This is an optimization exercise on Yosys and OpenROAD, whose aim is small area, a short achievable clock period and few clock cycles per item, not a production implementation. Power and IR drop assume default switching activity.

Design FPU, start of the top module:
module FPU(
input [31:0] Data1,
input [31:0] Data2,
input Clock,
input Reset,
input In_Data_Valid,
input Op,
output reg [31:0] Data_Out,
output reg Out_Data_Valid
);
reg [31:0] a0, b0;
reg [11:0] one0, two0, neg0;
reg b23_0, ha0;
reg op0;
wire [25:0] be = {1'b0, |Data2[30:23], Data2[22:0], 1'b0};
integer i;
reg [2:0] vp;
always @(posedge Clock) begin
	a0 <= Data1;
	b0 <= Data2;
	op0 <= Op;
	ha0 <= |Data1[30:23];
	b23_0 <= Op & (|Data2[30:23]);
	for (i = 0; i < 12; i = i + 1) begin
		one0[i] <= Op & (be[2*i+1] ^ be[2*i]);
		two0[i] <= Op & ((be[2*i+2] & ~be[2*i+1] & ~be[2*i]) | (~be[2*i+2] & be[2*i+1] & be[2*i]));
		neg0[i] <= Op & be[2*i+2];
	end
end
always @(posedge Clock)
if (Reset) begin
	vp <= 3'd0;
	Out_Data_Valid <= 1'b0;
end else begin
	vp <= {vp[1:0], In_Data_Valid};
	Out_Data_Valid <= vp[2];
end
wire s1 = a0[31];
wire s2 = b0[31];
wire [7:0] e1 = a0[30:23];
wire [7:0] e2 = b0[30:23];
wire [23:0] MA = {ha0, a0[22:0]};
wire [23:0] MB = {|e2, b0[22:0]};
wire addm = ~op0;
wire swap = b0[30:0] > a0[30:0];
wire ge = e1 >= e2;
wire [7:0] d = ge ? (e1 - e2) : (e2 - e1);
wire [7:0] eL = ge ? e1 : e2;
wire [23:0] ML = swap ? MB : {|e1, a0[22:0]};
wire [23:0] MS = swap ? {|e1, a0[22:0]} : MB;
wire sub = addm & (s1 ^ s2);
wire [23:0] MSs = (op0 || d > 8'd23) ? 24'd0 : (MS >> d[4:0]);
wire [47:0] A0 = {1'b0, ML & {24{addm}}, sub, 22'd0};
wire [47:0] A1 = {sub, MSs ^ {24{sub}}, sub, 22'd0};
wire [47:0] r0, r1;
mul24 mul(.a(MA), .one(one0), .two(two0), .neg(neg0), .b23(b23_0), .en(op0),
	.x0(A0[47:22]), .x1(A1[47:22]), .r0(r0), .r1(r1));
wire [9:0] expm = {2'b00, e1} + {2'b00, e2} - 10'd127;
wire [9:0] base = op0 ? expm : {2'b00, eL};
wire [9:0] thr = base - 10'd254;
wire ff1 = &e1;
wire ff2 = &e2;
  ...
For scale: ~2900 cells after synthesis, about 100 I/O pins, ~30000 µm² of cells after synthesis.
clock: 15.0 ns
lec_check: 0
cap_margin: 20
core_margin: 2
core_utilization: 55
place_density: 0.65
slew_margin: 20
synth_hierarchical: 1
synth_minimum_keep_size: 0
tns_end_percent: 5
standard.sh (not shown) runs the stock make flow with config.mk's settings and CLKGATE_MAP_FILE= SYNTH_SCRIPT=/design/flow/synth_recipe.tcl, a recipe that flattens the netlist after the stock synthesis.
==> flow/flow/run.sh <==
#!/bin/bash
set -euo pipefail
bash standard.sh SETUP_SLACK_MARGIN=10.9 'BUFFER_PORTS_ARGS=-buffer_cell sky130_fd_sc_hd__buf_1' finish > standard.log 2>&1
Then changed:
--- a/flow/design.v
+++ b/flow/design.v
@@ -1,15 +1,16 @@
-module mul24(input [23:0] a, input [11:0] one, input [11:0] two, input [11:0] neg, input b23, input en, input [25:0] x0, input [25:0] x1, output [47:0] r0, output [47:0] r1);
+module mul24(input [23:0] a, input [23:0] a2, input [11:0] one, input [11:0] two, input [11:0] neg, input b23, input en, input [25:0] x0, input [25:0] x1, output [47:0] r0, output [47:0] r1);
 wire [299:0] pv;
 wire [25:0] ax = {1'b0, a, 1'b0};
+wire [25:0] ax2 = {1'b0, a2, 1'b0};
 wire [23:0] pl = a & {24{b23}};
 wire [11:0] nn = ~neg & {12{en}};
 wire t1, t2;
 wire t3, t4;
 wire t5, t6;
 wire t7, t8;
 wire t9, t10;
 wire t11, t12;
 wire t13, t14;
 wire t15, t16;
 wire t17, t18;
 wire t19, t20;
@@ -291,25 +292,30 @@
 wire t571, t572;
 wire t573, t574;
 wire t575, t576;
 wire t577, t578;
 wire t579, t580;
 wire t581, t582;
 wire t583, t584;
 wire t585, t586;
 wire t587, t588;
 wire t589, t590;
 wire t591, t592;
 genvar gi, gj;
-generate for (gi = 0; gi < 12; gi = gi + 1) begin : g_pp
+generate for (gi = 0; gi < 6; gi = gi + 1) begin : g_pp
+  for (gj = 0; gj < 25; gj = gj + 1) begin : g_j
+    bpp u(one[gi], two[gi], neg[gi], ax2[gj+1], ax2[gj], pv[gi*25+gj]);
+  end
+end endgenerate
+generate for (gi = 6; gi < 12; gi = gi + 1) begin : g_pq
   for (gj = 0; gj < 25; gj = gj + 1) begin : g_j
     bpp u(one[gi], two[gi], neg[gi], ax[gj+1], ax[gj], pv[gi*25+gj]);
   end
 end endgenerate
 ha2 ut1(pv[16], pv[39], t1, t2);
 ha2 ut3(pv[17], pv[40], t3, t4);
 fa3 ut5(pv[18], pv[41], pv[64], t5, t6);
 ha2 ut7(pv[87], pv[110], t7, t8);
 fa3 ut9(pv[19], pv[42], pv[65], t9, t10);
 ha2 ut11(pv[88], pv[111], t11, t12);
 fa3 ut13(pv[20], pv[43], pv[66], t13, t14);
 fa3 ut15(pv[89], pv[112], pv[135], t15, t16);
@@ -617,35 +623,37 @@
 endmodule
 module FPU(
 input [31:0] Data1,
 input [31:0] Data2,
 input Clock,
 input Reset,
 input In_Data_Valid,
 input Op,
 output reg [31:0] Data_Out,
 output reg Out_Data_Valid
 );
 reg [31:0] a0, b0;
+reg [23:0] am0;
 reg [11:0] one0, two0, neg0;
 reg b23_0, ha0;
 reg op0;
 wire [25:0] be = {1'b0, |Data2[30:23], Data2[22:0], 1'b0};
 integer i;
 reg [2:0] vp;
 always @(posedge Clock) begin
 	a0 <= Data1;
 	b0 <= Data2;
 	op0 <= Op;
 	ha0 <= |Data1[30:23];
+	am0 <= Op ? {|Data1[30:23], Data1[22:0]} : 24'd0;
 	b23_0 <= Op & (|Data2[30:23]);
 	for (i = 0; i < 12; i = i + 1) begin
 		one0[i] <= Op & (be[2*i+1] ^ be[2*i]);
 		two0[i] <= Op & ((be[2*i+2] & ~be[2*i+1] & ~be[2*i]) | (~be[2*i+2] & be[2*i+1] & be[2*i]));
 		neg0[i] <= Op & be[2*i+2];
 	end
 end
 always @(posedge Clock)
 if (Reset) begin
 	vp <= 3'd0;
 	Out_Data_Valid <= 1'b0;
 end else begin
@@ -661,25 +669,25 @@
 wire addm = ~op0;
 wire swap = b0[30:0] > a0[30:0];
 wire ge = e1 >= e2;
 wire [7:0] d = ge ? (e1 - e2) : (e2 - e1);
 wire [7:0] eL = ge ? e1 : e2;
 wire [23:0] ML = swap ? MB : {|e1, a0[22:0]};
 wire [23:0] MS = swap ? {|e1, a0[22:0]} : MB;
 wire sub = addm & (s1 ^ s2);
 wire [23:0] MSs = (op0 || d > 8'd23) ? 24'd0 : (MS >> d[4:0]);
 wire [47:0] A0 = {1'b0, ML & {24{addm}}, sub, 22'd0};
 wire [47:0] A1 = {sub, MSs ^ {24{sub}}, sub, 22'd0};
 wire [47:0] r0, r1;
-mul24 mul(.a(MA), .one(one0), .two(two0), .neg(neg0), .b23(b23_0), .en(op0),
+mul24 mul(.a(MA), .a2(am0), .one(one0), .two(two0), .neg(neg0), .b23(b23_0), .en(op0),
 	.x0(A0[47:22]), .x1(A1[47:22]), .r0(r0), .r1(r1));
 wire [9:0] expm = {2'b00, e1} + {2'b00, e2} - 10'd127;
 wire [9:0] base = op0 ? expm : {2'b00, eL};
 wire [9:0] thr = base - 10'd254;
 wire ff1 = &e1;
 wire ff2 = &e2;
 wire mz1 = ~|a0[22:0];
 wire mz2 = ~|b0[22:0];
 wire z1 = ~|a0[30:0];
 wire z2 = ~|b0[30:0];
 wire nan = (ff1 & ~mz1) | (ff2 & ~mz2);
 wire inf1 = ff1 & mz1;
Effect:
- cell area came out lower by 2.4%
- critical path depth came out higher by 2
- die area came out higher by 2.6%
- setup slack gets worse by 0.048 ns
- combinational power came out lower by 9.7%
- worst hold slack hardly moves
- cell count came out higher by 0.64%
- power came out lower by 3.7%
- clock power came out higher by about 8%
- wire length came out lower by 8.6%
Function was not checked in any run of this note: the RTL went through the layout flow alone.

-- port drivers added, routing unchanged --
Ports are ideal in the flow. The routed layouts listed here were re-timed in OpenROAD. Step 1, drivers: a clkbuf_16 drives Clock and a buf_2 each remaining input, both assumed. Step 2 also shifts input and output timing later by t, the mid clock arrival at the registers, as if the neighbouring blocks saw the same clock. Slacks: no drivers / after step 1 / after step 2; pairs: no drivers / after step 1.
| run | shift t [ns] | setup WS [ns] | hold WS [ns] | worst setup path after step 2 |
|---|---|---|---|---|
| the first run | 0.635 | 10.915 / 10.898 / 10.405 | 0.324 / 0.324 / 0.324 | input to register |
| the second run | 0.637 | 10.867 / 10.835 / 10.826 | 0.325 / 0.325 / 0.325 | input to register |
After both steps setup and hold are still met in every run listed. The setup slack of the first run, which loses most, moves by -0.017 ns with the drivers and by -0.510 ns with both steps.
